From an optimization exercise on the open Yosys and OpenROAD flow, aimed at small area; shortcuts taken in it are not production practice. Function was checked by simulation only, so behaviour that the tests miss may differ from the original.

==> flow/design.v (outline; a module is shown in full before it is edited, if it fits) <==
// module fir_coe: 45 lines
// module fir_cal: 5754 lines
// module fir_fa: 4 lines
// module fir_top: 32 lines
module fir_top (
input                clk,
input                rst_n,
input                coe_sel_vld_i,
input       [1:0]    coe_sel_index_i,
input                coe_reload_vld_i,
input       [15:0]   coe_reload_data_i,
input                data_vld_i,
input       [15:0]   data_i,
output               data_vld_o,
output      [36:0]   data_o
);
  // ...
==> flow/flow/run.sh <==
#!/bin/bash
# Layout flow: the standard flow, except that synthesis maps the logic
# with an area-oriented ABC script (flow/area.abc) instead of ORFS's ABC
# script. Everything else (the synthesis passes, flattening, renaming,
# floorplan, power grid, placement, CTS, routing) is the standard flow.
set -euo pipefail
W=$PWD
# ORFS synthesis with only the ABC call changed
sed 's#^\(\s*\)log_cmd abc {\*}\$abc_args$#\1log_cmd abc {*}$lib_args {*}$lib_dont_use_args -script '"$W"'/flow/area.abc#' \
    "$FLOW_HOME/scripts/synth.tcl" > "$W/flow_synth_core.tcl"
grep -q "flow/area.abc" "$W/flow_synth_core.tcl"
# The standard flow's synthesis script, sourcing the copy above
sed 's#^source \$::env(SCRIPTS_DIR)/synth.tcl$#source '"$W"'/flow_synth_core.tcl#' synth_recipe.tcl > "$W/flow_synth.tcl"
grep -q "flow_synth_core.tcl" "$W/flow_synth.tcl"
# standard.sh with that synthesis script
sed 's#SYNTH_SCRIPT=[^ ]*#SYNTH_SCRIPT='"$W"'/flow_synth.tcl#' standard.sh > "$W/flow_standard.sh"
grep -q "SYNTH_SCRIPT=$W/flow_synth.tcl" "$W/flow_standard.sh"
bash "$W/flow_standard.sh" synth > "$W/flow_synth.log" 2>&1
# the rest of the standard flow
bash standard.sh > "$W/flow_layout.log" 2>&1
test -f out/final.def
==> flow/flow/area.abc <==
strash; dch; map -a; topo
==> flow/standard.sh <==
#!/bin/bash
# synth_recipe.tcl (not shown) runs the flow's synth.tcl, then flattens the netlist and writes it again
# the make line also repeats each setting of config.mk as NAME=value (left out here)
make -C /OpenROAD-flow-scripts/flow DESIGN_CONFIG=/design/flow/config.mk WORK_HOME=/design/flow/orfs CLKGATE_MAP_FILE= SYNTH_SCRIPT=/design/flow/synth_recipe.tcl "${@:-finish}"
==> flow/config.mk <==
export PLATFORM = sky130hd
export DESIGN_NAME = fir_top
export DESIGN_NICKNAME = fir_top
export VERILOG_FILES = /design/flow/design.v
export SDC_FILE = /design/flow/constraint.sdc
export NUM_CORES = 4
export LEC_CHECK = 0
export CAP_MARGIN = 20
export CORE_MARGIN = 2
export CORE_UTILIZATION = 40
export SETUP_SLACK_MARGIN = 0.2
export SLEW_MARGIN = 20
export SYNTH_HIERARCHICAL = 1
==> flow/constraint.sdc <==
create_clock -name core_clock -period 8.0 [get_ports {clk}]
set_input_delay 1.6000 -clock core_clock [delete_from_list [all_inputs] [get_ports {clk}]]
set_output_delay 1.6000 -clock core_clock [all_outputs]
set_load 0.01 [all_outputs]
==> reports/metrics.yaml, run 1 <==
timing:
  tightest_slew_ns: 1.384
  relSlewSlack_pct: 7.389
  drv_slew: 0
  hold_viol: 0
yosys:
  synth_edf_count: 0
  ys_seq_elements: 1024
  netlist_top_cells_area: "fa_1, dfrtp_1, xor2_1, o22ai_1, dfxtp_1"
  synthMuxAreaShare_pct: 1.344
final_layout:
  fin_area_um2: 105500
  buffers: 595
  seq_area_um2: 24210
  multi_input_area_um2: 67210
  buf_share_pct: 4.476
  dominant-cell-class: "multi-input gates"
worst_setup_path:
  critPathBufInv: 0
  crit_chain: "nor2_1, nor2_1, nand2_1, xor2_1, fa_1, fa_1, fa_1, fa_1, fa_1, fa_1, fa_1, fa_1"
  critPathCapture: "fir_cal_inst.r12_3"
  path_delay_family: "adder cells"
  arrival_ns: 7.99
  r2r_cells: 12
  crit_path_start_kind: "flip-flop"
hold_path:
  holdPathStages: 0
floorplanning:
  start_util_pct: 40.12
  rows: 177
  io_pins: 77
route:
  highest_layer: "met5"
job:
  drv_cap: 0
status:
  status: "no timing/DRC/antenna violations"
place:
  dpl_cell_area_um2: 101600
  dpl.hpwl_um: 412200
cts:
  cts_resized: 0
  cts_tree: "done"
  clkTransAtPathRegs_ns: 0.08
  htree_levels: 3
  postCtsHoldBufs: 0
global_routing:
  track_usage_pct: 44.82
  grt_pass1_wl_um: 716000
  antenna_found_initial: 28
==> run 2: changes to the inputs <==
--- a/flow/design.v
+++ b/flow/design.v
@@ -49,330 +49,333 @@
 input                clk,
 input                rst_n,
 input       [175:0]  coe_i,
 input                data_vld_i,
 input       [15:0]   data_i,
 output               data_vld_o,
 output      [36:0]   data_o
 );
-reg  [15:0] d1;
-reg  [15:0] d2;
-reg  [15:0] d3;
-reg  [15:0] d4;
-reg  [15:0] d5;
-reg  [15:0] d6;
-reg  [15:0] d7;
-reg  [15:0] d8;
-reg  [15:0] d9;
-reg  [15:0] d10;
-reg  [15:0] d11;
-reg  [15:0] d12;
-reg  [15:0] d13;
-reg  [15:0] d14;
-reg  [15:0] d15;
-reg  [15:0] d16;
-reg  [15:0] d17;
-reg  [15:0] d18;
-reg  [15:0] d19;
-reg  [15:0] d20;
-reg  [15:0] d21;
+reg  [15:0] dn1;
+reg  [15:0] dn2;
+reg  [15:0] dn3;
+reg  [15:0] dn4;
+reg  [15:0] dn5;
+reg  [15:0] dn6;
+reg  [15:0] dn7;
+reg  [15:0] dn8;
+reg  [15:0] dn9;
+reg  [15:0] dn10;
+reg  [15:0] dn11;
+reg  [15:0] dn12;
+reg  [15:0] dn13;
+reg  [15:0] dn14;
+reg  [15:0] dn15;
+reg  [15:0] dn16;
+reg  [15:0] dn17;
+reg  [15:0] dn18;
+reg  [15:0] dn19;
+reg  [15:0] dn20;
+reg  [15:0] dn21;
 wire [15:0] x0 = data_vld_i ? data_i : 16'd0;
-reg  [16:0] s0;
+reg  [16:0] sq0;
+wire [16:0] s0 = ~sq0;
 wire [15:0] c0 = coe_i[0 +: 16];
-reg  [16:0] s1;
+reg  [16:0] sq1;
+wire [16:0] s1 = ~sq1;
 wire [15:0] c1 = coe_i[16 +: 16];
-reg  [16:0] s2;
+reg  [16:0] sq2;
+wire [16:0] s2 = ~sq2;
 wire [15:0] c2 = coe_i[32 +: 16];
-reg  [16:0] s3;
+reg  [16:0] sq3;
+wire [16:0] s3 = ~sq3;
 wire [15:0] c3 = coe_i[48 +: 16];
-reg  [16:0] s4;
+reg  [16:0] sq4;
+wire [16:0] s4 = ~sq4;
 wire [15:0] c4 = coe_i[64 +: 16];
-reg  [16:0] s5;
+reg  [16:0] sq5;
+wire [16:0] s5 = ~sq5;
 wire [15:0] c5 = coe_i[80 +: 16];
-reg  [16:0] s6;
+reg  [16:0] sq6;
+wire [16:0] s6 = ~sq6;
 wire [15:0] c6 = coe_i[96 +: 16];
-reg  [16:0] s7;
+reg  [16:0] sq7;
+wire [16:0] s7 = ~sq7;
 wire [15:0] c7 = coe_i[112 +: 16];
-reg  [16:0] s8;
+reg  [16:0] sq8;
+wire [16:0] s8 = ~sq8;
 wire [15:0] c8 = coe_i[128 +: 16];
-reg  [16:0] s9;
+reg  [16:0] sq9;
+wire [16:0] s9 = ~sq9;
 wire [15:0] c9 = coe_i[144 +: 16];
-reg  [16:0] s10;
+reg  [16:0] sq10;
+wire [16:0] s10 = ~sq10;
 wire [15:0] c10 = coe_i[160 +: 16];
 always @(posedge clk or negedge rst_n) begin
     if (!rst_n) begin
-        d1 <= 16'd0;
-        d2 <= 16'd0;
-        d3 <= 16'd0;
-        d4 <= 16'd0;
-        d5 <= 16'd0;
-        d6 <= 16'd0;
-        d7 <= 16'd0;
-        d8 <= 16'd0;
-        d9 <= 16'd0;
-        d10 <= 16'd0;
-        d11 <= 16'd0;
-        d12 <= 16'd0;
-        d13 <= 16'd0;
-        d14 <= 16'd0;
-        d15 <= 16'd0;
-        d16 <= 16'd0;
-        d17 <= 16'd0;
-        d18 <= 16'd0;
-        d19 <= 16'd0;
-        d20 <= 16'd0;
-        d21 <= 16'd0;
+        dn1 <= 16'hffff;
+        dn2 <= 16'hffff;
+        dn3 <= 16'hffff;
+        dn4 <= 16'hffff;
+        dn5 <= 16'hffff;
+        dn6 <= 16'hffff;
+        dn7 <= 16'hffff;
+        dn8 <= 16'hffff;
+        dn9 <= 16'hffff;
+        dn10 <= 16'hffff;
+        dn11 <= 16'hffff;
+        dn12 <= 16'hffff;
+        dn13 <= 16'hffff;
+        dn14 <= 16'hffff;
+        dn15 <= 16'hffff;
+        dn16 <= 16'hffff;
+        dn17 <= 16'hffff;
+        dn18 <= 16'hffff;
+        dn19 <= 16'hffff;
+        dn20 <= 16'hffff;
+        dn21 <= 16'hffff;
     end else begin
-        d1 <= x0;
-        d2 <= d1;
-        d3 <= d2;
-        d4 <= d3;
-        d5 <= d4;
-        d6 <= d5;
-        d7 <= d6;
-        d8 <= d7;
-        d9 <= d8;
-        d10 <= d9;
-        d11 <= d10;
-        d12 <= d11;
-        d13 <= d12;
-        d14 <= d13;
-        d15 <= d14;
-        d16 <= d15;
-        d17 <= d16;
-        d18 <= d17;
-        d19 <= d18;
-        d20 <= d19;
-        d21 <= d20;
+        dn1 <= ~x0;
+        dn2 <= dn1;
+        dn3 <= dn2;
+        dn4 <= dn3;
+        dn5 <= dn4;
+        dn6 <= dn5;
+        dn7 <= dn6;
+        dn8 <= dn7;
+        dn9 <= dn8;
+        dn10 <= dn9;
+        dn11 <= dn10;
+        dn12 <= dn11;
+        dn13 <= dn12;
+        dn14 <= dn13;
+        dn15 <= dn14;
+        dn16 <= dn15;
+        dn17 <= dn16;
+        dn18 <= dn17;
+        dn19 <= dn18;
+        dn20 <= dn19;
+        dn21 <= dn20;
     end
 end
-wire [16:0] sn0 = {x0[15], x0} + {d21[15], d21};
-wire [16:0] sn1;
-wire [16:0] cr1;
-assign sn1[0] = d1[0] ^ d20[0];
-assign cr1[0] = d1[0] & d20[0];
-fir_fa up1_1 (.a(d1[1]), .b(d20[1]), .ci(cr1[0]), .s(sn1[1]), .co(cr1[1]));
-fir_fa up1_2 (.a(d1[2]), .b(d20[2]), .ci(cr1[1]), .s(sn1[2]), .co(cr1[2]));
-fir_fa up1_3 (.a(d1[3]), .b(d20[3]), .ci(cr1[2]), .s(sn1[3]), .co(cr1[3]));
-fir_fa up1_4 (.a(d1[4]), .b(d20[4]), .ci(cr1[3]), .s(sn1[4]), .co(cr1[4]));
-fir_fa up1_5 (.a(d1[5]), .b(d20[5]), .ci(cr1[4]), .s(sn1[5]), .co(cr1[5]));
-fir_fa up1_6 (.a(d1[6]), .b(d20[6]), .ci(cr1[5]), .s(sn1[6]), .co(cr1[6]));
-fir_fa up1_7 (.a(d1[7]), .b(d20[7]), .ci(cr1[6]), .s(sn1[7]), .co(cr1[7]));
-fir_fa up1_8 (.a(d1[8]), .b(d20[8]), .ci(cr1[7]), .s(sn1[8]), .co(cr1[8]));
-fir_fa up1_9 (.a(d1[9]), .b(d20[9]), .ci(cr1[8]), .s(sn1[9]), .co(cr1[9]));
-fir_fa up1_10 (.a(d1[10]), .b(d20[10]), .ci(cr1[9]), .s(sn1[10]), .co(cr1[10]));
-fir_fa up1_11 (.a(d1[11]), .b(d20[11]), .ci(cr1[10]), .s(sn1[11]), .co(cr1[11]));
-fir_fa up1_12 (.a(d1[12]), .b(d20[12]), .ci(cr1[11]), .s(sn1[12]), .co(cr1[12]));
-fir_fa up1_13 (.a(d1[13]), .b(d20[13]), .ci(cr1[12]), .s(sn1[13]), .co(cr1[13]));
-fir_fa up1_14 (.a(d1[14]), .b(d20[14]), .ci(cr1[13]), .s(sn1[14]), .co(cr1[14]));
-fir_fa up1_15 (.a(d1[15]), .b(d20[15]), .ci(cr1[14]), .s(sn1[15]), .co(cr1[15]));
-assign sn1[16] = d1[15] ^ d20[15] ^ cr1[15];
-assign cr1[16] = 1'b0;
-wire [16:0] sn2;
-wire [16:0] cr2;
-assign sn2[0] = d2[0] ^ d19[0];
-assign cr2[0] = d2[0] & d19[0];
-fir_fa up2_1 (.a(d2[1]), .b(d19[1]), .ci(cr2[0]), .s(sn2[1]), .co(cr2[1]));
-fir_fa up2_2 (.a(d2[2]), .b(d19[2]), .ci(cr2[1]), .s(sn2[2]), .co(cr2[2]));
-fir_fa up2_3 (.a(d2[3]), .b(d19[3]), .ci(cr2[2]), .s(sn2[3]), .co(cr2[3]));
-fir_fa up2_4 (.a(d2[4]), .b(d19[4]), .ci(cr2[3]), .s(sn2[4]), .co(cr2[4]));
-fir_fa up2_5 (.a(d2[5]), .b(d19[5]), .ci(cr2[4]), .s(sn2[5]), .co(cr2[5]));
-fir_fa up2_6 (.a(d2[6]), .b(d19[6]), .ci(cr2[5]), .s(sn2[6]), .co(cr2[6]));
-fir_fa up2_7 (.a(d2[7]), .b(d19[7]), .ci(cr2[6]), .s(sn2[7]), .co(cr2[7]));
-fir_fa up2_8 (.a(d2[8]), .b(d19[8]), .ci(cr2[7]), .s(sn2[8]), .co(cr2[8]));
-fir_fa up2_9 (.a(d2[9]), .b(d19[9]), .ci(cr2[8]), .s(sn2[9]), .co(cr2[9]));
-fir_fa up2_10 (.a(d2[10]), .b(d19[10]), .ci(cr2[9]), .s(sn2[10]), .co(cr2[10]));
-fir_fa up2_11 (.a(d2[11]), .b(d19[11]), .ci(cr2[10]), .s(sn2[11]), .co(cr2[11]));
-fir_fa up2_12 (.a(d2[12]), .b(d19[12]), .ci(cr2[11]), .s(sn2[12]), .co(cr2[12]));
-fir_fa up2_13 (.a(d2[13]), .b(d19[13]), .ci(cr2[12]), .s(sn2[13]), .co(cr2[13]));
-fir_fa up2_14 (.a(d2[14]), .b(d19[14]), .ci(cr2[13]), .s(sn2[14]), .co(cr2[14]));
-fir_fa up2_15 (.a(d2[15]), .b(d19[15]), .ci(cr2[14]), .s(sn2[15]), .co(cr2[15]));
-assign sn2[16] = d2[15] ^ d19[15] ^ cr2[15];
-assign cr2[16] = 1'b0;
-wire [16:0] sn3;
-wire [16:0] cr3;
-assign sn3[0] = d3[0] ^ d18[0];
-assign cr3[0] = d3[0] & d18[0];
-fir_fa up3_1 (.a(d3[1]), .b(d18[1]), .ci(cr3[0]), .s(sn3[1]), .co(cr3[1]));
-fir_fa up3_2 (.a(d3[2]), .b(d18[2]), .ci(cr3[1]), .s(sn3[2]), .co(cr3[2]));
-fir_fa up3_3 (.a(d3[3]), .b(d18[3]), .ci(cr3[2]), .s(sn3[3]), .co(cr3[3]));
-fir_fa up3_4 (.a(d3[4]), .b(d18[4]), .ci(cr3[3]), .s(sn3[4]), .co(cr3[4]));
-fir_fa up3_5 (.a(d3[5]), .b(d18[5]), .ci(cr3[4]), .s(sn3[5]), .co(cr3[5]));
-fir_fa up3_6 (.a(d3[6]), .b(d18[6]), .ci(cr3[5]), .s(sn3[6]), .co(cr3[6]));
-fir_fa up3_7 (.a(d3[7]), .b(d18[7]), .ci(cr3[6]), .s(sn3[7]), .co(cr3[7]));
-fir_fa up3_8 (.a(d3[8]), .b(d18[8]), .ci(cr3[7]), .s(sn3[8]), .co(cr3[8]));
-fir_fa up3_9 (.a(d3[9]), .b(d18[9]), .ci(cr3[8]), .s(sn3[9]), .co(cr3[9]));
-fir_fa up3_10 (.a(d3[10]), .b(d18[10]), .ci(cr3[9]), .s(sn3[10]), .co(cr3[10]));
-fir_fa up3_11 (.a(d3[11]), .b(d18[11]), .ci(cr3[10]), .s(sn3[11]), .co(cr3[11]));
-fir_fa up3_12 (.a(d3[12]), .b(d18[12]), .ci(cr3[11]), .s(sn3[12]), .co(cr3[12]));
-fir_fa up3_13 (.a(d3[13]), .b(d18[13]), .ci(cr3[12]), .s(sn3[13]), .co(cr3[13]));
-fir_fa up3_14 (.a(d3[14]), .b(d18[14]), .ci(cr3[13]), .s(sn3[14]), .co(cr3[14]));
-fir_fa up3_15 (.a(d3[15]), .b(d18[15]), .ci(cr3[14]), .s(sn3[15]), .co(cr3[15]));
-assign sn3[16] = d3[15] ^ d18[15] ^ cr3[15];
-assign cr3[16] = 1'b0;
-wire [16:0] sn4;
-wire [16:0] cr4;
-assign sn4[0] = d4[0] ^ d17[0];
-assign cr4[0] = d4[0] & d17[0];
-fir_fa up4_1 (.a(d4[1]), .b(d17[1]), .ci(cr4[0]), .s(sn4[1]), .co(cr4[1]));
-fir_fa up4_2 (.a(d4[2]), .b(d17[2]), .ci(cr4[1]), .s(sn4[2]), .co(cr4[2]));
-fir_fa up4_3 (.a(d4[3]), .b(d17[3]), .ci(cr4[2]), .s(sn4[3]), .co(cr4[3]));
-fir_fa up4_4 (.a(d4[4]), .b(d17[4]), .ci(cr4[3]), .s(sn4[4]), .co(cr4[4]));
-fir_fa up4_5 (.a(d4[5]), .b(d17[5]), .ci(cr4[4]), .s(sn4[5]), .co(cr4[5]));
-fir_fa up4_6 (.a(d4[6]), .b(d17[6]), .ci(cr4[5]), .s(sn4[6]), .co(cr4[6]));
-fir_fa up4_7 (.a(d4[7]), .b(d17[7]), .ci(cr4[6]), .s(sn4[7]), .co(cr4[7]));
-fir_fa up4_8 (.a(d4[8]), .b(d17[8]), .ci(cr4[7]), .s(sn4[8]), .co(cr4[8]));
-fir_fa up4_9 (.a(d4[9]), .b(d17[9]), .ci(cr4[8]), .s(sn4[9]), .co(cr4[9]));
-fir_fa up4_10 (.a(d4[10]), .b(d17[10]), .ci(cr4[9]), .s(sn4[10]), .co(cr4[10]));
-fir_fa up4_11 (.a(d4[11]), .b(d17[11]), .ci(cr4[10]), .s(sn4[11]), .co(cr4[11]));
-fir_fa up4_12 (.a(d4[12]), .b(d17[12]), .ci(cr4[11]), .s(sn4[12]), .co(cr4[12]));
-fir_fa up4_13 (.a(d4[13]), .b(d17[13]), .ci(cr4[12]), .s(sn4[13]), .co(cr4[13]));
-fir_fa up4_14 (.a(d4[14]), .b(d17[14]), .ci(cr4[13]), .s(sn4[14]), .co(cr4[14]));
-fir_fa up4_15 (.a(d4[15]), .b(d17[15]), .ci(cr4[14]), .s(sn4[15]), .co(cr4[15]));
-assign sn4[16] = d4[15] ^ d17[15] ^ cr4[15];
-assign cr4[16] = 1'b0;
-wire [16:0] sn5;
-wire [16:0] cr5;
-assign sn5[0] = d5[0] ^ d16[0];
-assign cr5[0] = d5[0] & d16[0];
-fir_fa up5_1 (.a(d5[1]), .b(d16[1]), .ci(cr5[0]), .s(sn5[1]), .co(cr5[1]));
-fir_fa up5_2 (.a(d5[2]), .b(d16[2]), .ci(cr5[1]), .s(sn5[2]), .co(cr5[2]));
-fir_fa up5_3 (.a(d5[3]), .b(d16[3]), .ci(cr5[2]), .s(sn5[3]), .co(cr5[3]));
-fir_fa up5_4 (.a(d5[4]), .b(d16[4]), .ci(cr5[3]), .s(sn5[4]), .co(cr5[4]));
-fir_fa up5_5 (.a(d5[5]), .b(d16[5]), .ci(cr5[4]), .s(sn5[5]), .co(cr5[5]));
-fir_fa up5_6 (.a(d5[6]), .b(d16[6]), .ci(cr5[5]), .s(sn5[6]), .co(cr5[6]));
-fir_fa up5_7 (.a(d5[7]), .b(d16[7]), .ci(cr5[6]), .s(sn5[7]), .co(cr5[7]));
-fir_fa up5_8 (.a(d5[8]), .b(d16[8]), .ci(cr5[7]), .s(sn5[8]), .co(cr5[8]));
-fir_fa up5_9 (.a(d5[9]), .b(d16[9]), .ci(cr5[8]), .s(sn5[9]), .co(cr5[9]));
-fir_fa up5_10 (.a(d5[10]), .b(d16[10]), .ci(cr5[9]), .s(sn5[10]), .co(cr5[10]));
-fir_fa up5_11 (.a(d5[11]), .b(d16[11]), .ci(cr5[10]), .s(sn5[11]), .co(cr5[11]));
-fir_fa up5_12 (.a(d5[12]), .b(d16[12]), .ci(cr5[11]), .s(sn5[12]), .co(cr5[12]));
-fir_fa up5_13 (.a(d5[13]), .b(d16[13]), .ci(cr5[12]), .s(sn5[13]), .co(cr5[13]));
-fir_fa up5_14 (.a(d5[14]), .b(d16[14]), .ci(cr5[13]), .s(sn5[14]), .co(cr5[14]));
-fir_fa up5_15 (.a(d5[15]), .b(d16[15]), .ci(cr5[14]), .s(sn5[15]), .co(cr5[15]));
-assign sn5[16] = d5[15] ^ d16[15] ^ cr5[15];
-assign cr5[16] = 1'b0;
-wire [16:0] sn6;
-wire [16:0] cr6;
-assign sn6[0] = d6[0] ^ d15[0];
-assign cr6[0] = d6[0] & d15[0];
-fir_fa up6_1 (.a(d6[1]), .b(d15[1]), .ci(cr6[0]), .s(sn6[1]), .co(cr6[1]));
-fir_fa up6_2 (.a(d6[2]), .b(d15[2]), .ci(cr6[1]), .s(sn6[2]), .co(cr6[2]));
-fir_fa up6_3 (.a(d6[3]), .b(d15[3]), .ci(cr6[2]), .s(sn6[3]), .co(cr6[3]));
-fir_fa up6_4 (.a(d6[4]), .b(d15[4]), .ci(cr6[3]), .s(sn6[4]), .co(cr6[4]));
-fir_fa up6_5 (.a(d6[5]), .b(d15[5]), .ci(cr6[4]), .s(sn6[5]), .co(cr6[5]));
-fir_fa up6_6 (.a(d6[6]), .b(d15[6]), .ci(cr6[5]), .s(sn6[6]), .co(cr6[6]));
-fir_fa up6_7 (.a(d6[7]), .b(d15[7]), .ci(cr6[6]), .s(sn6[7]), .co(cr6[7]));
-fir_fa up6_8 (.a(d6[8]), .b(d15[8]), .ci(cr6[7]), .s(sn6[8]), .co(cr6[8]));
-fir_fa up6_9 (.a(d6[9]), .b(d15[9]), .ci(cr6[8]), .s(sn6[9]), .co(cr6[9]));
-fir_fa up6_10 (.a(d6[10]), .b(d15[10]), .ci(cr6[9]), .s(sn6[10]), .co(cr6[10]));
-fir_fa up6_11 (.a(d6[11]), .b(d15[11]), .ci(cr6[10]), .s(sn6[11]), .co(cr6[11]));
-fir_fa up6_12 (.a(d6[12]), .b(d15[12]), .ci(cr6[11]), .s(sn6[12]), .co(cr6[12]));
-fir_fa up6_13 (.a(d6[13]), .b(d15[13]), .ci(cr6[12]), .s(sn6[13]), .co(cr6[13]));
-fir_fa up6_14 (.a(d6[14]), .b(d15[14]), .ci(cr6[13]), .s(sn6[14]), .co(cr6[14]));
-fir_fa up6_15 (.a(d6[15]), .b(d15[15]), .ci(cr6[14]), .s(sn6[15]), .co(cr6[15]));
-assign sn6[16] = d6[15] ^ d15[15] ^ cr6[15];
-assign cr6[16] = 1'b0;
-wire [16:0] sn7;
-wire [16:0] cr7;
-assign sn7[0] = d7[0] ^ d14[0];
-assign cr7[0] = d7[0] & d14[0];
-fir_fa up7_1 (.a(d7[1]), .b(d14[1]), .ci(cr7[0]), .s(sn7[1]), .co(cr7[1]));
-fir_fa up7_2 (.a(d7[2]), .b(d14[2]), .ci(cr7[1]), .s(sn7[2]), .co(cr7[2]));
-fir_fa up7_3 (.a(d7[3]), .b(d14[3]), .ci(cr7[2]), .s(sn7[3]), .co(cr7[3]));
-fir_fa up7_4 (.a(d7[4]), .b(d14[4]), .ci(cr7[3]), .s(sn7[4]), .co(cr7[4]));
-fir_fa up7_5 (.a(d7[5]), .b(d14[5]), .ci(cr7[4]), .s(sn7[5]), .co(cr7[5]));
-fir_fa up7_6 (.a(d7[6]), .b(d14[6]), .ci(cr7[5]), .s(sn7[6]), .co(cr7[6]));
-fir_fa up7_7 (.a(d7[7]), .b(d14[7]), .ci(cr7[6]), .s(sn7[7]), .co(cr7[7]));
-fir_fa up7_8 (.a(d7[8]), .b(d14[8]), .ci(cr7[7]), .s(sn7[8]), .co(cr7[8]));
-fir_fa up7_9 (.a(d7[9]), .b(d14[9]), .ci(cr7[8]), .s(sn7[9]), .co(cr7[9]));
-fir_fa up7_10 (.a(d7[10]), .b(d14[10]), .ci(cr7[9]), .s(sn7[10]), .co(cr7[10]));
-fir_fa up7_11 (.a(d7[11]), .b(d14[11]), .ci(cr7[10]), .s(sn7[11]), .co(cr7[11]));
-fir_fa up7_12 (.a(d7[12]), .b(d14[12]), .ci(cr7[11]), .s(sn7[12]), .co(cr7[12]));
-fir_fa up7_13 (.a(d7[13]), .b(d14[13]), .ci(cr7[12]), .s(sn7[13]), .co(cr7[13]));
-fir_fa up7_14 (.a(d7[14]), .b(d14[14]), .ci(cr7[13]), .s(sn7[14]), .co(cr7[14]));
-fir_fa up7_15 (.a(d7[15]), .b(d14[15]), .ci(cr7[14]), .s(sn7[15]), .co(cr7[15]));
-assign sn7[16] = d7[15] ^ d14[15] ^ cr7[15];
-assign cr7[16] = 1'b0;
-wire [16:0] sn8;
-wire [16:0] cr8;
-assign sn8[0] = d8[0] ^ d13[0];
-assign cr8[0] = d8[0] & d13[0];
-fir_fa up8_1 (.a(d8[1]), .b(d13[1]), .ci(cr8[0]), .s(sn8[1]), .co(cr8[1]));
-fir_fa up8_2 (.a(d8[2]), .b(d13[2]), .ci(cr8[1]), .s(sn8[2]), .co(cr8[2]));
-fir_fa up8_3 (.a(d8[3]), .b(d13[3]), .ci(cr8[2]), .s(sn8[3]), .co(cr8[3]));
-fir_fa up8_4 (.a(d8[4]), .b(d13[4]), .ci(cr8[3]), .s(sn8[4]), .co(cr8[4]));
-fir_fa up8_5 (.a(d8[5]), .b(d13[5]), .ci(cr8[4]), .s(sn8[5]), .co(cr8[5]));
-fir_fa up8_6 (.a(d8[6]), .b(d13[6]), .ci(cr8[5]), .s(sn8[6]), .co(cr8[6]));
-fir_fa up8_7 (.a(d8[7]), .b(d13[7]), .ci(cr8[6]), .s(sn8[7]), .co(cr8[7]));
-fir_fa up8_8 (.a(d8[8]), .b(d13[8]), .ci(cr8[7]), .s(sn8[8]), .co(cr8[8]));
-fir_fa up8_9 (.a(d8[9]), .b(d13[9]), .ci(cr8[8]), .s(sn8[9]), .co(cr8[9]));
-fir_fa up8_10 (.a(d8[10]), .b(d13[10]), .ci(cr8[9]), .s(sn8[10]), .co(cr8[10]));
-fir_fa up8_11 (.a(d8[11]), .b(d13[11]), .ci(cr8[10]), .s(sn8[11]), .co(cr8[11]));
-fir_fa up8_12 (.a(d8[12]), .b(d13[12]), .ci(cr8[11]), .s(sn8[12]), .co(cr8[12]));
-fir_fa up8_13 (.a(d8[13]), .b(d13[13]), .ci(cr8[12]), .s(sn8[13]), .co(cr8[13]));
-fir_fa up8_14 (.a(d8[14]), .b(d13[14]), .ci(cr8[13]), .s(sn8[14]), .co(cr8[14]));
-fir_fa up8_15 (.a(d8[15]), .b(d13[15]), .ci(cr8[14]), .s(sn8[15]), .co(cr8[15]));
-assign sn8[16] = d8[15] ^ d13[15] ^ cr8[15];
-assign cr8[16] = 1'b0;
-wire [16:0] sn9;
-wire [16:0] cr9;
-assign sn9[0] = d9[0] ^ d12[0];
-assign cr9[0] = d9[0] & d12[0];
-fir_fa up9_1 (.a(d9[1]), .b(d12[1]), .ci(cr9[0]), .s(sn9[1]), .co(cr9[1]));
-fir_fa up9_2 (.a(d9[2]), .b(d12[2]), .ci(cr9[1]), .s(sn9[2]), .co(cr9[2]));
-fir_fa up9_3 (.a(d9[3]), .b(d12[3]), .ci(cr9[2]), .s(sn9[3]), .co(cr9[3]));
-fir_fa up9_4 (.a(d9[4]), .b(d12[4]), .ci(cr9[3]), .s(sn9[4]), .co(cr9[4]));
-fir_fa up9_5 (.a(d9[5]), .b(d12[5]), .ci(cr9[4]), .s(sn9[5]), .co(cr9[5]));
-fir_fa up9_6 (.a(d9[6]), .b(d12[6]), .ci(cr9[5]), .s(sn9[6]), .co(cr9[6]));
-fir_fa up9_7 (.a(d9[7]), .b(d12[7]), .ci(cr9[6]), .s(sn9[7]), .co(cr9[7]));
-fir_fa up9_8 (.a(d9[8]), .b(d12[8]), .ci(cr9[7]), .s(sn9[8]), .co(cr9[8]));
-fir_fa up9_9 (.a(d9[9]), .b(d12[9]), .ci(cr9[8]), .s(sn9[9]), .co(cr9[9]));
-fir_fa up9_10 (.a(d9[10]), .b(d12[10]), .ci(cr9[9]), .s(sn9[10]), .co(cr9[10]));
-fir_fa up9_11 (.a(d9[11]), .b(d12[11]), .ci(cr9[10]), .s(sn9[11]), .co(cr9[11]));
-fir_fa up9_12 (.a(d9[12]), .b(d12[12]), .ci(cr9[11]), .s(sn9[12]), .co(cr9[12]));
-fir_fa up9_13 (.a(d9[13]), .b(d12[13]), .ci(cr9[12]), .s(sn9[13]), .co(cr9[13]));
-fir_fa up9_14 (.a(d9[14]), .b(d12[14]), .ci(cr9[13]), .s(sn9[14]), .co(cr9[14]));
-fir_fa up9_15 (.a(d9[15]), .b(d12[15]), .ci(cr9[14]), .s(sn9[15]), .co(cr9[15]));
-assign sn9[16] = d9[15] ^ d12[15] ^ cr9[15];
-assign cr9[16] = 1'b0;
-wire [16:0] sn10;
-wire [16:0] cr10;
-assign sn10[0] = d10[0] ^ d11[0];
-assign cr10[0] = d10[0] & d11[0];
-fir_fa up10_1 (.a(d10[1]), .b(d11[1]), .ci(cr10[0]), .s(sn10[1]), .co(cr10[1]));
-fir_fa up10_2 (.a(d10[2]), .b(d11[2]), .ci(cr10[1]), .s(sn10[2]), .co(cr10[2]));
-fir_fa up10_3 (.a(d10[3]), .b(d11[3]), .ci(cr10[2]), .s(sn10[3]), .co(cr10[3]));
-fir_fa up10_4 (.a(d10[4]), .b(d11[4]), .ci(cr10[3]), .s(sn10[4]), .co(cr10[4]));
-fir_fa up10_5 (.a(d10[5]), .b(d11[5]), .ci(cr10[4]), .s(sn10[5]), .co(cr10[5]));
-fir_fa up10_6 (.a(d10[6]), .b(d11[6]), .ci(cr10[5]), .s(sn10[6]), .co(cr10[6]));
-fir_fa up10_7 (.a(d10[7]), .b(d11[7]), .ci(cr10[6]), .s(sn10[7]), .co(cr10[7]));
-fir_fa up10_8 (.a(d10[8]), .b(d11[8]), .ci(cr10[7]), .s(sn10[8]), .co(cr10[8]));
-fir_fa up10_9 (.a(d10[9]), .b(d11[9]), .ci(cr10[8]), .s(sn10[9]), .co(cr10[9]));
-fir_fa up10_10 (.a(d10[10]), .b(d11[10]), .ci(cr10[9]), .s(sn10[10]), .co(cr10[10]));
-fir_fa up10_11 (.a(d10[11]), .b(d11[11]), .ci(cr10[10]), .s(sn10[11]), .co(cr10[11]));
-fir_fa up10_12 (.a(d10[12]), .b(d11[12]), .ci(cr10[11]), .s(sn10[12]), .co(cr10[12]));
-fir_fa up10_13 (.a(d10[13]), .b(d11[13]), .ci(cr10[12]), .s(sn10[13]), .co(cr10[13]));
-fir_fa up10_14 (.a(d10[14]), .b(d11[14]), .ci(cr10[13]), .s(sn10[14]), .co(cr10[14]));
-fir_fa up10_15 (.a(d10[15]), .b(d11[15]), .ci(cr10[14]), .s(sn10[15]), .co(cr10[15]));
-assign sn10[16] = d10[15] ^ d11[15] ^ cr10[15];
-assign cr10[16] = 1'b0;
+wire [15:0] x21 = ~dn21;
+wire [16:0] sn0 = {x0[15], x0} + {x21[15], x21};
+wire [16:0] nsn0 = ~sn0;
+wire [16:0] nsn1;
+wire [15:0] ncr1;
+assign nsn1[0] = ~(dn1[0] ^ dn20[0]);
+assign ncr1[0] = dn1[0] | dn20[0];
+fir_fa up1_1 (.a(dn1[1]), .b(dn20[1]), .ci(ncr1[0]), .s(nsn1[1]), .co(ncr1[1]));
+fir_fa up1_2 (.a(dn1[2]), .b(dn20[2]), .ci(ncr1[1]), .s(nsn1[2]), .co(ncr1[2]));
+fir_fa up1_3 (.a(dn1[3]), .b(dn20[3]), .ci(ncr1[2]), .s(nsn1[3]), .co(ncr1[3]));
+fir_fa up1_4 (.a(dn1[4]), .b(dn20[4]), .ci(ncr1[3]), .s(nsn1[4]), .co(ncr1[4]));
+fir_fa up1_5 (.a(dn1[5]), .b(dn20[5]), .ci(ncr1[4]), .s(nsn1[5]), .co(ncr1[5]));
+fir_fa up1_6 (.a(dn1[6]), .b(dn20[6]), .ci(ncr1[5]), .s(nsn1[6]), .co(ncr1[6]));
+fir_fa up1_7 (.a(dn1[7]), .b(dn20[7]), .ci(ncr1[6]), .s(nsn1[7]), .co(ncr1[7]));
+fir_fa up1_8 (.a(dn1[8]), .b(dn20[8]), .ci(ncr1[7]), .s(nsn1[8]), .co(ncr1[8]));
+fir_fa up1_9 (.a(dn1[9]), .b(dn20[9]), .ci(ncr1[8]), .s(nsn1[9]), .co(ncr1[9]));
+fir_fa up1_10 (.a(dn1[10]), .b(dn20[10]), .ci(ncr1[9]), .s(nsn1[10]), .co(ncr1[10]));
+fir_fa up1_11 (.a(dn1[11]), .b(dn20[11]), .ci(ncr1[10]), .s(nsn1[11]), .co(ncr1[11]));
+fir_fa up1_12 (.a(dn1[12]), .b(dn20[12]), .ci(ncr1[11]), .s(nsn1[12]), .co(ncr1[12]));
+fir_fa up1_13 (.a(dn1[13]), .b(dn20[13]), .ci(ncr1[12]), .s(nsn1[13]), .co(ncr1[13]));
+fir_fa up1_14 (.a(dn1[14]), .b(dn20[14]), .ci(ncr1[13]), .s(nsn1[14]), .co(ncr1[14]));
+fir_fa up1_15 (.a(dn1[15]), .b(dn20[15]), .ci(ncr1[14]), .s(nsn1[15]), .co(ncr1[15]));
+assign nsn1[16] = dn1[15] ^ dn20[15] ^ ncr1[15];
+wire [16:0] nsn2;
+wire [15:0] ncr2;
+assign nsn2[0] = ~(dn2[0] ^ dn19[0]);
+assign ncr2[0] = dn2[0] | dn19[0];
+fir_fa up2_1 (.a(dn2[1]), .b(dn19[1]), .ci(ncr2[0]), .s(nsn2[1]), .co(ncr2[1]));
+fir_fa up2_2 (.a(dn2[2]), .b(dn19[2]), .ci(ncr2[1]), .s(nsn2[2]), .co(ncr2[2]));
+fir_fa up2_3 (.a(dn2[3]), .b(dn19[3]), .ci(ncr2[2]), .s(nsn2[3]), .co(ncr2[3]));
+fir_fa up2_4 (.a(dn2[4]), .b(dn19[4]), .ci(ncr2[3]), .s(nsn2[4]), .co(ncr2[4]));
+fir_fa up2_5 (.a(dn2[5]), .b(dn19[5]), .ci(ncr2[4]), .s(nsn2[5]), .co(ncr2[5]));
+fir_fa up2_6 (.a(dn2[6]), .b(dn19[6]), .ci(ncr2[5]), .s(nsn2[6]), .co(ncr2[6]));
+fir_fa up2_7 (.a(dn2[7]), .b(dn19[7]), .ci(ncr2[6]), .s(nsn2[7]), .co(ncr2[7]));
+fir_fa up2_8 (.a(dn2[8]), .b(dn19[8]), .ci(ncr2[7]), .s(nsn2[8]), .co(ncr2[8]));
+fir_fa up2_9 (.a(dn2[9]), .b(dn19[9]), .ci(ncr2[8]), .s(nsn2[9]), .co(ncr2[9]));
+fir_fa up2_10 (.a(dn2[10]), .b(dn19[10]), .ci(ncr2[9]), .s(nsn2[10]), .co(ncr2[10]));
+fir_fa up2_11 (.a(dn2[11]), .b(dn19[11]), .ci(ncr2[10]), .s(nsn2[11]), .co(ncr2[11]));
+fir_fa up2_12 (.a(dn2[12]), .b(dn19[12]), .ci(ncr2[11]), .s(nsn2[12]), .co(ncr2[12]));
+fir_fa up2_13 (.a(dn2[13]), .b(dn19[13]), .ci(ncr2[12]), .s(nsn2[13]), .co(ncr2[13]));
+fir_fa up2_14 (.a(dn2[14]), .b(dn19[14]), .ci(ncr2[13]), .s(nsn2[14]), .co(ncr2[14]));
+fir_fa up2_15 (.a(dn2[15]), .b(dn19[15]), .ci(ncr2[14]), .s(nsn2[15]), .co(ncr2[15]));
+assign nsn2[16] = dn2[15] ^ dn19[15] ^ ncr2[15];
+wire [16:0] nsn3;
+wire [15:0] ncr3;
+assign nsn3[0] = ~(dn3[0] ^ dn18[0]);
+assign ncr3[0] = dn3[0] | dn18[0];
+fir_fa up3_1 (.a(dn3[1]), .b(dn18[1]), .ci(ncr3[0]), .s(nsn3[1]), .co(ncr3[1]));
+fir_fa up3_2 (.a(dn3[2]), .b(dn18[2]), .ci(ncr3[1]), .s(nsn3[2]), .co(ncr3[2]));
+fir_fa up3_3 (.a(dn3[3]), .b(dn18[3]), .ci(ncr3[2]), .s(nsn3[3]), .co(ncr3[3]));
+fir_fa up3_4 (.a(dn3[4]), .b(dn18[4]), .ci(ncr3[3]), .s(nsn3[4]), .co(ncr3[4]));
+fir_fa up3_5 (.a(dn3[5]), .b(dn18[5]), .ci(ncr3[4]), .s(nsn3[5]), .co(ncr3[5]));
+fir_fa up3_6 (.a(dn3[6]), .b(dn18[6]), .ci(ncr3[5]), .s(nsn3[6]), .co(ncr3[6]));
+fir_fa up3_7 (.a(dn3[7]), .b(dn18[7]), .ci(ncr3[6]), .s(nsn3[7]), .co(ncr3[7]));
+fir_fa up3_8 (.a(dn3[8]), .b(dn18[8]), .ci(ncr3[7]), .s(nsn3[8]), .co(ncr3[8]));
+fir_fa up3_9 (.a(dn3[9]), .b(dn18[9]), .ci(ncr3[8]), .s(nsn3[9]), .co(ncr3[9]));
+fir_fa up3_10 (.a(dn3[10]), .b(dn18[10]), .ci(ncr3[9]), .s(nsn3[10]), .co(ncr3[10]));
+fir_fa up3_11 (.a(dn3[11]), .b(dn18[11]), .ci(ncr3[10]), .s(nsn3[11]), .co(ncr3[11]));
+fir_fa up3_12 (.a(dn3[12]), .b(dn18[12]), .ci(ncr3[11]), .s(nsn3[12]), .co(ncr3[12]));
+fir_fa up3_13 (.a(dn3[13]), .b(dn18[13]), .ci(ncr3[12]), .s(nsn3[13]), .co(ncr3[13]));
+fir_fa up3_14 (.a(dn3[14]), .b(dn18[14]), .ci(ncr3[13]), .s(nsn3[14]), .co(ncr3[14]));
+fir_fa up3_15 (.a(dn3[15]), .b(dn18[15]), .ci(ncr3[14]), .s(nsn3[15]), .co(ncr3[15]));
+assign nsn3[16] = dn3[15] ^ dn18[15] ^ ncr3[15];
+wire [16:0] nsn4;
+wire [15:0] ncr4;
+assign nsn4[0] = ~(dn4[0] ^ dn17[0]);
+assign ncr4[0] = dn4[0] | dn17[0];
+fir_fa up4_1 (.a(dn4[1]), .b(dn17[1]), .ci(ncr4[0]), .s(nsn4[1]), .co(ncr4[1]));
+fir_fa up4_2 (.a(dn4[2]), .b(dn17[2]), .ci(ncr4[1]), .s(nsn4[2]), .co(ncr4[2]));
+fir_fa up4_3 (.a(dn4[3]), .b(dn17[3]), .ci(ncr4[2]), .s(nsn4[3]), .co(ncr4[3]));
+fir_fa up4_4 (.a(dn4[4]), .b(dn17[4]), .ci(ncr4[3]), .s(nsn4[4]), .co(ncr4[4]));
+fir_fa up4_5 (.a(dn4[5]), .b(dn17[5]), .ci(ncr4[4]), .s(nsn4[5]), .co(ncr4[5]));
+fir_fa up4_6 (.a(dn4[6]), .b(dn17[6]), .ci(ncr4[5]), .s(nsn4[6]), .co(ncr4[6]));
+fir_fa up4_7 (.a(dn4[7]), .b(dn17[7]), .ci(ncr4[6]), .s(nsn4[7]), .co(ncr4[7]));
+fir_fa up4_8 (.a(dn4[8]), .b(dn17[8]), .ci(ncr4[7]), .s(nsn4[8]), .co(ncr4[8]));
+fir_fa up4_9 (.a(dn4[9]), .b(dn17[9]), .ci(ncr4[8]), .s(nsn4[9]), .co(ncr4[9]));
+fir_fa up4_10 (.a(dn4[10]), .b(dn17[10]), .ci(ncr4[9]), .s(nsn4[10]), .co(ncr4[10]));
+fir_fa up4_11 (.a(dn4[11]), .b(dn17[11]), .ci(ncr4[10]), .s(nsn4[11]), .co(ncr4[11]));
+fir_fa up4_12 (.a(dn4[12]), .b(dn17[12]), .ci(ncr4[11]), .s(nsn4[12]), .co(ncr4[12]));
+fir_fa up4_13 (.a(dn4[13]), .b(dn17[13]), .ci(ncr4[12]), .s(nsn4[13]), .co(ncr4[13]));
+fir_fa up4_14 (.a(dn4[14]), .b(dn17[14]), .ci(ncr4[13]), .s(nsn4[14]), .co(ncr4[14]));
+fir_fa up4_15 (.a(dn4[15]), .b(dn17[15]), .ci(ncr4[14]), .s(nsn4[15]), .co(ncr4[15]));
+assign nsn4[16] = dn4[15] ^ dn17[15] ^ ncr4[15];
+wire [16:0] nsn5;
+wire [15:0] ncr5;
+assign nsn5[0] = ~(dn5[0] ^ dn16[0]);
+assign ncr5[0] = dn5[0] | dn16[0];
+fir_fa up5_1 (.a(dn5[1]), .b(dn16[1]), .ci(ncr5[0]), .s(nsn5[1]), .co(ncr5[1]));
+fir_fa up5_2 (.a(dn5[2]), .b(dn16[2]), .ci(ncr5[1]), .s(nsn5[2]), .co(ncr5[2]));
+fir_fa up5_3 (.a(dn5[3]), .b(dn16[3]), .ci(ncr5[2]), .s(nsn5[3]), .co(ncr5[3]));
+fir_fa up5_4 (.a(dn5[4]), .b(dn16[4]), .ci(ncr5[3]), .s(nsn5[4]), .co(ncr5[4]));
+fir_fa up5_5 (.a(dn5[5]), .b(dn16[5]), .ci(ncr5[4]), .s(nsn5[5]), .co(ncr5[5]));
+fir_fa up5_6 (.a(dn5[6]), .b(dn16[6]), .ci(ncr5[5]), .s(nsn5[6]), .co(ncr5[6]));
+fir_fa up5_7 (.a(dn5[7]), .b(dn16[7]), .ci(ncr5[6]), .s(nsn5[7]), .co(ncr5[7]));
+fir_fa up5_8 (.a(dn5[8]), .b(dn16[8]), .ci(ncr5[7]), .s(nsn5[8]), .co(ncr5[8]));
+fir_fa up5_9 (.a(dn5[9]), .b(dn16[9]), .ci(ncr5[8]), .s(nsn5[9]), .co(ncr5[9]));
+fir_fa up5_10 (.a(dn5[10]), .b(dn16[10]), .ci(ncr5[9]), .s(nsn5[10]), .co(ncr5[10]));
+fir_fa up5_11 (.a(dn5[11]), .b(dn16[11]), .ci(ncr5[10]), .s(nsn5[11]), .co(ncr5[11]));
+fir_fa up5_12 (.a(dn5[12]), .b(dn16[12]), .ci(ncr5[11]), .s(nsn5[12]), .co(ncr5[12]));
+fir_fa up5_13 (.a(dn5[13]), .b(dn16[13]), .ci(ncr5[12]), .s(nsn5[13]), .co(ncr5[13]));
+fir_fa up5_14 (.a(dn5[14]), .b(dn16[14]), .ci(ncr5[13]), .s(nsn5[14]), .co(ncr5[14]));
+fir_fa up5_15 (.a(dn5[15]), .b(dn16[15]), .ci(ncr5[14]), .s(nsn5[15]), .co(ncr5[15]));
+assign nsn5[16] = dn5[15] ^ dn16[15] ^ ncr5[15];
+wire [16:0] nsn6;
+wire [15:0] ncr6;
+assign nsn6[0] = ~(dn6[0] ^ dn15[0]);
+assign ncr6[0] = dn6[0] | dn15[0];
+fir_fa up6_1 (.a(dn6[1]), .b(dn15[1]), .ci(ncr6[0]), .s(nsn6[1]), .co(ncr6[1]));
+fir_fa up6_2 (.a(dn6[2]), .b(dn15[2]), .ci(ncr6[1]), .s(nsn6[2]), .co(ncr6[2]));
+fir_fa up6_3 (.a(dn6[3]), .b(dn15[3]), .ci(ncr6[2]), .s(nsn6[3]), .co(ncr6[3]));
+fir_fa up6_4 (.a(dn6[4]), .b(dn15[4]), .ci(ncr6[3]), .s(nsn6[4]), .co(ncr6[4]));
+fir_fa up6_5 (.a(dn6[5]), .b(dn15[5]), .ci(ncr6[4]), .s(nsn6[5]), .co(ncr6[5]));
+fir_fa up6_6 (.a(dn6[6]), .b(dn15[6]), .ci(ncr6[5]), .s(nsn6[6]), .co(ncr6[6]));
+fir_fa up6_7 (.a(dn6[7]), .b(dn15[7]), .ci(ncr6[6]), .s(nsn6[7]), .co(ncr6[7]));
+fir_fa up6_8 (.a(dn6[8]), .b(dn15[8]), .ci(ncr6[7]), .s(nsn6[8]), .co(ncr6[8]));
+fir_fa up6_9 (.a(dn6[9]), .b(dn15[9]), .ci(ncr6[8]), .s(nsn6[9]), .co(ncr6[9]));
+fir_fa up6_10 (.a(dn6[10]), .b(dn15[10]), .ci(ncr6[9]), .s(nsn6[10]), .co(ncr6[10]));
+fir_fa up6_11 (.a(dn6[11]), .b(dn15[11]), .ci(ncr6[10]), .s(nsn6[11]), .co(ncr6[11]));
+fir_fa up6_12 (.a(dn6[12]), .b(dn15[12]), .ci(ncr6[11]), .s(nsn6[12]), .co(ncr6[12]));
+fir_fa up6_13 (.a(dn6[13]), .b(dn15[13]), .ci(ncr6[12]), .s(nsn6[13]), .co(ncr6[13]));
+fir_fa up6_14 (.a(dn6[14]), .b(dn15[14]), .ci(ncr6[13]), .s(nsn6[14]), .co(ncr6[14]));
+fir_fa up6_15 (.a(dn6[15]), .b(dn15[15]), .ci(ncr6[14]), .s(nsn6[15]), .co(ncr6[15]));
+assign nsn6[16] = dn6[15] ^ dn15[15] ^ ncr6[15];
+wire [16:0] nsn7;
+wire [15:0] ncr7;
+assign nsn7[0] = ~(dn7[0] ^ dn14[0]);
+assign ncr7[0] = dn7[0] | dn14[0];
+fir_fa up7_1 (.a(dn7[1]), .b(dn14[1]), .ci(ncr7[0]), .s(nsn7[1]), .co(ncr7[1]));
+fir_fa up7_2 (.a(dn7[2]), .b(dn14[2]), .ci(ncr7[1]), .s(nsn7[2]), .co(ncr7[2]));
+fir_fa up7_3 (.a(dn7[3]), .b(dn14[3]), .ci(ncr7[2]), .s(nsn7[3]), .co(ncr7[3]));
+fir_fa up7_4 (.a(dn7[4]), .b(dn14[4]), .ci(ncr7[3]), .s(nsn7[4]), .co(ncr7[4]));
+fir_fa up7_5 (.a(dn7[5]), .b(dn14[5]), .ci(ncr7[4]), .s(nsn7[5]), .co(ncr7[5]));
+fir_fa up7_6 (.a(dn7[6]), .b(dn14[6]), .ci(ncr7[5]), .s(nsn7[6]), .co(ncr7[6]));
+fir_fa up7_7 (.a(dn7[7]), .b(dn14[7]), .ci(ncr7[6]), .s(nsn7[7]), .co(ncr7[7]));
+fir_fa up7_8 (.a(dn7[8]), .b(dn14[8]), .ci(ncr7[7]), .s(nsn7[8]), .co(ncr7[8]));
+fir_fa up7_9 (.a(dn7[9]), .b(dn14[9]), .ci(ncr7[8]), .s(nsn7[9]), .co(ncr7[9]));
+fir_fa up7_10 (.a(dn7[10]), .b(dn14[10]), .ci(ncr7[9]), .s(nsn7[10]), .co(ncr7[10]));
+fir_fa up7_11 (.a(dn7[11]), .b(dn14[11]), .ci(ncr7[10]), .s(nsn7[11]), .co(ncr7[11]));
+fir_fa up7_12 (.a(dn7[12]), .b(dn14[12]), .ci(ncr7[11]), .s(nsn7[12]), .co(ncr7[12]));
+fir_fa up7_13 (.a(dn7[13]), .b(dn14[13]), .ci(ncr7[12]), .s(nsn7[13]), .co(ncr7[13]));
+fir_fa up7_14 (.a(dn7[14]), .b(dn14[14]), .ci(ncr7[13]), .s(nsn7[14]), .co(ncr7[14]));
+fir_fa up7_15 (.a(dn7[15]), .b(dn14[15]), .ci(ncr7[14]), .s(nsn7[15]), .co(ncr7[15]));
+assign nsn7[16] = dn7[15] ^ dn14[15] ^ ncr7[15];
+wire [16:0] nsn8;
+wire [15:0] ncr8;
+assign nsn8[0] = ~(dn8[0] ^ dn13[0]);
+assign ncr8[0] = dn8[0] | dn13[0];
+fir_fa up8_1 (.a(dn8[1]), .b(dn13[1]), .ci(ncr8[0]), .s(nsn8[1]), .co(ncr8[1]));
+fir_fa up8_2 (.a(dn8[2]), .b(dn13[2]), .ci(ncr8[1]), .s(nsn8[2]), .co(ncr8[2]));
+fir_fa up8_3 (.a(dn8[3]), .b(dn13[3]), .ci(ncr8[2]), .s(nsn8[3]), .co(ncr8[3]));
+fir_fa up8_4 (.a(dn8[4]), .b(dn13[4]), .ci(ncr8[3]), .s(nsn8[4]), .co(ncr8[4]));
+fir_fa up8_5 (.a(dn8[5]), .b(dn13[5]), .ci(ncr8[4]), .s(nsn8[5]), .co(ncr8[5]));
+fir_fa up8_6 (.a(dn8[6]), .b(dn13[6]), .ci(ncr8[5]), .s(nsn8[6]), .co(ncr8[6]));
+fir_fa up8_7 (.a(dn8[7]), .b(dn13[7]), .ci(ncr8[6]), .s(nsn8[7]), .co(ncr8[7]));
+fir_fa up8_8 (.a(dn8[8]), .b(dn13[8]), .ci(ncr8[7]), .s(nsn8[8]), .co(ncr8[8]));
+fir_fa up8_9 (.a(dn8[9]), .b(dn13[9]), .ci(ncr8[8]), .s(nsn8[9]), .co(ncr8[9]));
+fir_fa up8_10 (.a(dn8[10]), .b(dn13[10]), .ci(ncr8[9]), .s(nsn8[10]), .co(ncr8[10]));
+fir_fa up8_11 (.a(dn8[11]), .b(dn13[11]), .ci(ncr8[10]), .s(nsn8[11]), .co(ncr8[11]));
+fir_fa up8_12 (.a(dn8[12]), .b(dn13[12]), .ci(ncr8[11]), .s(nsn8[12]), .co(ncr8[12]));
+fir_fa up8_13 (.a(dn8[13]), .b(dn13[13]), .ci(ncr8[12]), .s(nsn8[13]), .co(ncr8[13]));
+fir_fa up8_14 (.a(dn8[14]), .b(dn13[14]), .ci(ncr8[13]), .s(nsn8[14]), .co(ncr8[14]));
+fir_fa up8_15 (.a(dn8[15]), .b(dn13[15]), .ci(ncr8[14]), .s(nsn8[15]), .co(ncr8[15]));
+assign nsn8[16] = dn8[15] ^ dn13[15] ^ ncr8[15];
+wire [16:0] nsn9;
+wire [15:0] ncr9;
+assign nsn9[0] = ~(dn9[0] ^ dn12[0]);
+assign ncr9[0] = dn9[0] | dn12[0];
+fir_fa up9_1 (.a(dn9[1]), .b(dn12[1]), .ci(ncr9[0]), .s(nsn9[1]), .co(ncr9[1]));
+fir_fa up9_2 (.a(dn9[2]), .b(dn12[2]), .ci(ncr9[1]), .s(nsn9[2]), .co(ncr9[2]));
+fir_fa up9_3 (.a(dn9[3]), .b(dn12[3]), .ci(ncr9[2]), .s(nsn9[3]), .co(ncr9[3]));
+fir_fa up9_4 (.a(dn9[4]), .b(dn12[4]), .ci(ncr9[3]), .s(nsn9[4]), .co(ncr9[4]));
+fir_fa up9_5 (.a(dn9[5]), .b(dn12[5]), .ci(ncr9[4]), .s(nsn9[5]), .co(ncr9[5]));
+fir_fa up9_6 (.a(dn9[6]), .b(dn12[6]), .ci(ncr9[5]), .s(nsn9[6]), .co(ncr9[6]));
+fir_fa up9_7 (.a(dn9[7]), .b(dn12[7]), .ci(ncr9[6]), .s(nsn9[7]), .co(ncr9[7]));
+fir_fa up9_8 (.a(dn9[8]), .b(dn12[8]), .ci(ncr9[7]), .s(nsn9[8]), .co(ncr9[8]));
+fir_fa up9_9 (.a(dn9[9]), .b(dn12[9]), .ci(ncr9[8]), .s(nsn9[9]), .co(ncr9[9]));
+fir_fa up9_10 (.a(dn9[10]), .b(dn12[10]), .ci(ncr9[9]), .s(nsn9[10]), .co(ncr9[10]));
+fir_fa up9_11 (.a(dn9[11]), .b(dn12[11]), .ci(ncr9[10]), .s(nsn9[11]), .co(ncr9[11]));
+fir_fa up9_12 (.a(dn9[12]), .b(dn12[12]), .ci(ncr9[11]), .s(nsn9[12]), .co(ncr9[12]));
+fir_fa up9_13 (.a(dn9[13]), .b(dn12[13]), .ci(ncr9[12]), .s(nsn9[13]), .co(ncr9[13]));
+fir_fa up9_14 (.a(dn9[14]), .b(dn12[14]), .ci(ncr9[13]), .s(nsn9[14]), .co(ncr9[14]));
+fir_fa up9_15 (.a(dn9[15]), .b(dn12[15]), .ci(ncr9[14]), .s(nsn9[15]), .co(ncr9[15]));
+assign nsn9[16] = dn9[15] ^ dn12[15] ^ ncr9[15];
+wire [16:0] nsn10;
+wire [15:0] ncr10;
+assign nsn10[0] = ~(dn10[0] ^ dn11[0]);
+assign ncr10[0] = dn10[0] | dn11[0];
+fir_fa up10_1 (.a(dn10[1]), .b(dn11[1]), .ci(ncr10[0]), .s(nsn10[1]), .co(ncr10[1]));
+fir_fa up10_2 (.a(dn10[2]), .b(dn11[2]), .ci(ncr10[1]), .s(nsn10[2]), .co(ncr10[2]));
+fir_fa up10_3 (.a(dn10[3]), .b(dn11[3]), .ci(ncr10[2]), .s(nsn10[3]), .co(ncr10[3]));
+fir_fa up10_4 (.a(dn10[4]), .b(dn11[4]), .ci(ncr10[3]), .s(nsn10[4]), .co(ncr10[4]));
+fir_fa up10_5 (.a(dn10[5]), .b(dn11[5]), .ci(ncr10[4]), .s(nsn10[5]), .co(ncr10[5]));
+fir_fa up10_6 (.a(dn10[6]), .b(dn11[6]), .ci(ncr10[5]), .s(nsn10[6]), .co(ncr10[6]));
+fir_fa up10_7 (.a(dn10[7]), .b(dn11[7]), .ci(ncr10[6]), .s(nsn10[7]), .co(ncr10[7]));
+fir_fa up10_8 (.a(dn10[8]), .b(dn11[8]), .ci(ncr10[7]), .s(nsn10[8]), .co(ncr10[8]));
+fir_fa up10_9 (.a(dn10[9]), .b(dn11[9]), .ci(ncr10[8]), .s(nsn10[9]), .co(ncr10[9]));
+fir_fa up10_10 (.a(dn10[10]), .b(dn11[10]), .ci(ncr10[9]), .s(nsn10[10]), .co(ncr10[10]));
+fir_fa up10_11 (.a(dn10[11]), .b(dn11[11]), .ci(ncr10[10]), .s(nsn10[11]), .co(ncr10[11]));
+fir_fa up10_12 (.a(dn10[12]), .b(dn11[12]), .ci(ncr10[11]), .s(nsn10[12]), .co(ncr10[12]));
+fir_fa up10_13 (.a(dn10[13]), .b(dn11[13]), .ci(ncr10[12]), .s(nsn10[13]), .co(ncr10[13]));
+fir_fa up10_14 (.a(dn10[14]), .b(dn11[14]), .ci(ncr10[13]), .s(nsn10[14]), .co(ncr10[14]));
+fir_fa up10_15 (.a(dn10[15]), .b(dn11[15]), .ci(ncr10[14]), .s(nsn10[15]), .co(ncr10[15]));
+assign nsn10[16] = dn10[15] ^ dn11[15] ^ ncr10[15];
 always @(posedge clk) begin
-    s0 <= sn0;
-    s1 <= sn1;
-    s2 <= sn2;
-    s3 <= sn3;
-    s4 <= sn4;
-    s5 <= sn5;
-    s6 <= sn6;
-    s7 <= sn7;
-    s8 <= sn8;
-    s9 <= sn9;
-    s10 <= sn10;
+    sq0 <= nsn0;
+    sq1 <= nsn1;
+    sq2 <= nsn2;
+    sq3 <= nsn3;
+    sq4 <= nsn4;
+    sq5 <= nsn5;
+    sq6 <= nsn6;
+    sq7 <= nsn7;
+    sq8 <= nsn8;
+    sq9 <= nsn9;
+    sq10 <= nsn10;
 end
 wire n0_0 = c0[1];
 wire o0_0 = c0[0] ^ 1'b0;
 wire t0_0 = (c0[1] & ~c0[0] & ~1'b0) | (~c0[1] & c0[0] & 1'b0);
 wire p0_0_0 = ((o0_0 & s0[0]) | (t0_0 & 1'b0)) ^ n0_0;
 wire p0_0_1 = ((o0_0 & s0[1]) | (t0_0 & s0[0])) ^ n0_0;
 wire p0_0_2 = ((o0_0 & s0[2]) | (t0_0 & s0[1])) ^ n0_0;
 wire p0_0_3 = ((o0_0 & s0[3]) | (t0_0 & s0[2])) ^ n0_0;
==> flow/flow/run.sh (replaced) <==
#!/bin/bash
# Layout flow: the standard flow (standard.sh) with two changes:
#  - synthesis maps the logic with an area-oriented ABC script (flow/area.abc)
#    instead of ORFS's ABC script; the synthesis passes, flattening and
#    renaming are the standard flow's own (synth_recipe.tcl);
#  - the resizer may not use the largest buffers (buf_8/12/16, bufbuf_8/16):
#    for the fanout trees it builds, buf_6 and smaller meet the limits too.
# Floorplan, power grid, placement, CTS and routing are the standard steps.
# Each tool's output goes to its own log file in this folder.
set -euo pipefail
W=$PWD
EXTRA_DONT_USE="sky130_fd_sc_hd__buf_8 sky130_fd_sc_hd__buf_12 sky130_fd_sc_hd__buf_16 sky130_fd_sc_hd__bufbuf_8 sky130_fd_sc_hd__bufbuf_16"

# ORFS synthesis with only the ABC call changed
sed 's#^\(\s*\)log_cmd abc {\*}\$abc_args$#\1log_cmd abc {*}$lib_args {*}$lib_dont_use_args -script '"$W"'/flow/area.abc#' \
    "$FLOW_HOME/scripts/synth.tcl" > "$W/flow_synth_core.tcl"
grep -q "flow/area.abc" "$W/flow_synth_core.tcl"
# The standard flow's synthesis script, sourcing the copy above
sed 's#^source \$::env(SCRIPTS_DIR)/synth.tcl$#source '"$W"'/flow_synth_core.tcl#' synth_recipe.tcl > "$W/flow_synth.tcl"
grep -q "flow_synth_core.tcl" "$W/flow_synth.tcl"

# the platform's dont-use list plus the extra cells
DU=$(make --no-print-directory -s -C "$FLOW_HOME" DESIGN_CONFIG="$W/config.mk" WORK_HOME="$W/orfs" print-DONT_USE_CELLS 2> "$W/flow_dontuse.log" | sed -n 's/^DONT_USE_CELLS: //p')
echo "$DU" | grep -q "lpflow_bleeder_1"
echo "DONT_USE_CELLS=$DU $EXTRA_DONT_USE" >> "$W/flow_dontuse.log"

# standard.sh with that synthesis script and dont-use list
sed -e 's#SYNTH_SCRIPT=[^ ]*#SYNTH_SCRIPT='"$W"'/flow_synth.tcl#' \
    -e 's#CLKGATE_MAP_FILE= #CLKGATE_MAP_FILE= "DONT_USE_CELLS='"$DU $EXTRA_DONT_USE"'" #' \
    standard.sh > "$W/flow_standard.sh"
grep -q "SYNTH_SCRIPT=$W/flow_synth.tcl" "$W/flow_standard.sh"
grep -q "DONT_USE_CELLS=.*bufbuf_16" "$W/flow_standard.sh"

bash "$W/flow_standard.sh" synth > "$W/flow_synth.log" 2>&1
bash "$W/flow_standard.sh" ${FLOW_TARGET:-} > "$W/flow_layout.log" 2>&1
test -f out/final.def
==> flow/config.mk (replaced) <==
export PLATFORM = sky130hd
export DESIGN_NAME = fir_top
export DESIGN_NICKNAME = fir_top
export VERILOG_FILES = /design/flow/design.v
export SDC_FILE = /design/flow/constraint.sdc
export NUM_CORES = 4
export LEC_CHECK = 0
export CAP_MARGIN = 20
export CORE_MARGIN = 2
export CORE_UTILIZATION = 40
export CTS_BUF_LIST = sky130_fd_sc_hd__clkbuf_16
export CTS_CLUSTER_DIAMETER = 80
export CTS_CLUSTER_SIZE = 25
export SETUP_SLACK_MARGIN = 0.2
export SLEW_MARGIN = 20
export SYNTH_HIERARCHICAL = 1
==> run 2 against run 1 <==
  * Global-route usage rose by 3.6 points
  * Via count fell by 3.1%
  * Final cell count fell by 3.1%
  * Die area fell by 0.29%
  * Critical endpoint is now data_o[28]
  * Largest cell class unchanged
==> reports/metrics.yaml, run 2 <==
yosys:
  synth_top_flop_cell: "dfstp_2"  # was dfrtp_1
  synth_top_area_share_pct: 38.03  # was 37.92%
  ys_seq_area_share_pct: 26.55  # was 26.03%
  synthTopCellsByCount: "fa_1, xor2_1, o22ai_1, dfstp_2, nor2_1"  # was fa_1, xor2_1, o22ai_1, dfrtp_1, nor2_1
  netlist_top_cells_area: "fa_1, xor2_1, dfstp_2, o22ai_1, dfxtp_1"  # was fa_1, dfrtp_1, xor2_1, o22ai_1, dfxtp_1
  syn_inst: 7636  # was 7926
  ys_seq_elements: 1024  # unchanged
  synth_edf_count: 0  # unchanged
timing:
  relSlewSlack_pct: 12.74  # was 7.389%
  hold_viol: 0  # unchanged
  rsz0062_at_grt: "false"  # unchanged
  tightest_slew_ns: 1.309  # was 1.384 ns
  period_needed_ns: 7.534  # was 7.371 ns
  tns_ns: 0  # unchanged
  drv_slew: 0  # unchanged
cts:
  cts_resized: 0  # unchanged
  htree_levels: 2  # was 3
  cts_tree: "done"  # unchanged
  postCtsHoldBufs: 0  # unchanged
  clkTransAtPathRegs_ns: 0.10  # was 0.08 ns
  clock_sinks: 1024  # unchanged
  cts_root_buffer: "clkbuf_16"  # unchanged
worst_setup_path:
  path_delay_family: "simple AND/OR/NAND/NOR gates"  # was adder cells
  crit_path_start_kind: "flip-flop"  # unchanged
  r2r_cells: 20  # was 12
  crit_chain: "fa_1, fa_1, fa_1, nand3_1, nand2_1, a21oi_1, nor3_1, nor2_1, nor3_1, nand2_1, nor3_1, a2111oi_0, xor2_1, clkdlybuf4s25_1"  # was nor2_1, nor2_1, nand2_1, xor2_1, fa_1, fa_1, fa_1, fa_1, fa_1, fa_1, fa_1, fa_1
  critPathCaptureType: "primary output"  # was flip-flop
  startpoint: "fir_cal_inst.r1_0"  # was fir_coe_inst.cur_r[137]
  critical_path_depth: 14  # was 12
  arrival_ns: 5.93  # was 7.99 ns
  crit_fanout: 3  # was 4
  critPathBufInv: 1  # was 0
  critPathCapture: "data_o[28]"  # was fir_cal_inst.r12_3
floorplanning:
  io_pins: 77  # unchanged
  start_util_pct: 40.27  # was 40.12%
  rows: 176  # was 177
global_routing:
  grt_pass1_wl_um: 755400  # was 716000 um
  track_usage_pct: 48.46  # was 44.82%
  grt_pass1_vias: 80186  # was 81821
  antenna_found_initial: 48  # was 28
final_layout:
  area_growth_pct: 10.78  # was 13.41%
  fin_area_um2: 102800  # was 105500 um2
  finish.utilization_pct: 44.61  # was 45.50%
job:
  drv_cap: 0  # unchanged
place:
  dpl.hpwl_um: 454400  # was 412200 um
  dpl_cell_area_um2: 100700  # was 101600 um2
route:
  drt-total-wl_um: 573300  # was 531700 um
status:
  status: "no timing/DRC/antenna violations"  # unchanged
-- run 2: changes by cell type after synthesis, sizes merged, moves of 11 or more --
cell	previous run	this run
nor2	466	382
dfstp	160	496
a21oi	300	240
or2	0	11
dfrtp	541	205
nand2	395	327
xor2	1442	1523
o21ai	209	120
o22ai	1324	1397
clkinv	454	312
-- run 2: per-layer routing --
layer	vias to the layer above	wire length, um
met5	-	260
met4	26	62800
met3	2239	69810
met2	6383	235800
met1	40915	204600
li1	28355	-
-- run 2: worst min path at each step --
stage                    startpoint  cells after the start                    to
2_1_floorplan     fir_cal_inst.v1_r                      0     fir_cal_inst.v2_r
3_3_place_gp      fir_cal_inst.v1_r                      0     fir_cal_inst.v2_r
3_5_place_dp      fir_cal_inst.v1_r                      0     fir_cal_inst.v2_r
4_1_cts        fir_cal_inst.dn12[7]                      0  fir_cal_inst.dn13[7]
5_1_grt        fir_cal_inst.dn12[7]                      0  fir_cal_inst.dn13[7]
6_report       fir_cal_inst.dn12[7]                      0  fir_cal_inst.dn13[7]
-- run 2: logic make-up after synthesis --
| family | Yosys count | synth area share, % |
|---|---|---|
| mux | 111 | 1.348 |
| compound gates | 2025 | 13.71 |
| xor+xnor | 1552 | 14.66 |
| simple gates | 752 | 3.132 |
| fa+ha+maj | 1858 | 39.33 |
| flops | 1024 | 26.55 |
| buf+inv | 313 | 1.271 |
| other cells | 1 | 0.004043 |
-- run 2: modules after synthesis, one instance, submodules excluded, excerpt --
module	flops+latches	cell area [um2]	copies in the design
fir_fa	0	20.02	1760
fir_coe	363	13250	1
fir_cal	661	44260	1
-- run 2: through the flow --
| step | worst slack [ns] | cells |
|---|---|---|
| after floorplan | 0.5888 | 7643 |
| after global placement | 0.6872 | 11287 |
| after detailed placement | 0.6905 | 11287 |
| after CTS | 0.6105 | 11392 |
| after global routing | 0.3619 | 11403 |
| final | 0.4656 | 11417 |
-- run 2: cell type report --
type,count,area [um2],area share (%)
clock inverters,47,479.2,0.4664
flip-flops and latches,1024,24750,24.09
inverters,312,1172,1.141
repair buffers,625,3817,3.715
well taps,3026,3786,3.685
multi-input cells,6306,67250,65.44
diodes,19,47.55,0.04627
clock buffers,58,1451,1.412

what the ideal ports hide:
How much do the figures lean on ideal ports? The routed layouts below were timed once more, with nothing changed but the port constraints.
Step 1: set_driving_cell puts a clkbuf_16 on clk and a buf_2 on each other input, an assumption about the parent block.
Step 2 also shifts input and output timing later by t, the mid clock arrival at the registers, as if the neighbouring blocks saw the same clock.
Three values: ideal, step 1, step 2; two values: the first two.
run | t, ns | setup slack, ns | pins driven straight from the clock port
run 1 | 0.916 | 0.629 / 0.629 / 0.629 | 1
run 2 | 0.871 | 0.466 / 0.361 / 0.639 | 1
After both steps setup and hold are still met in every run listed.
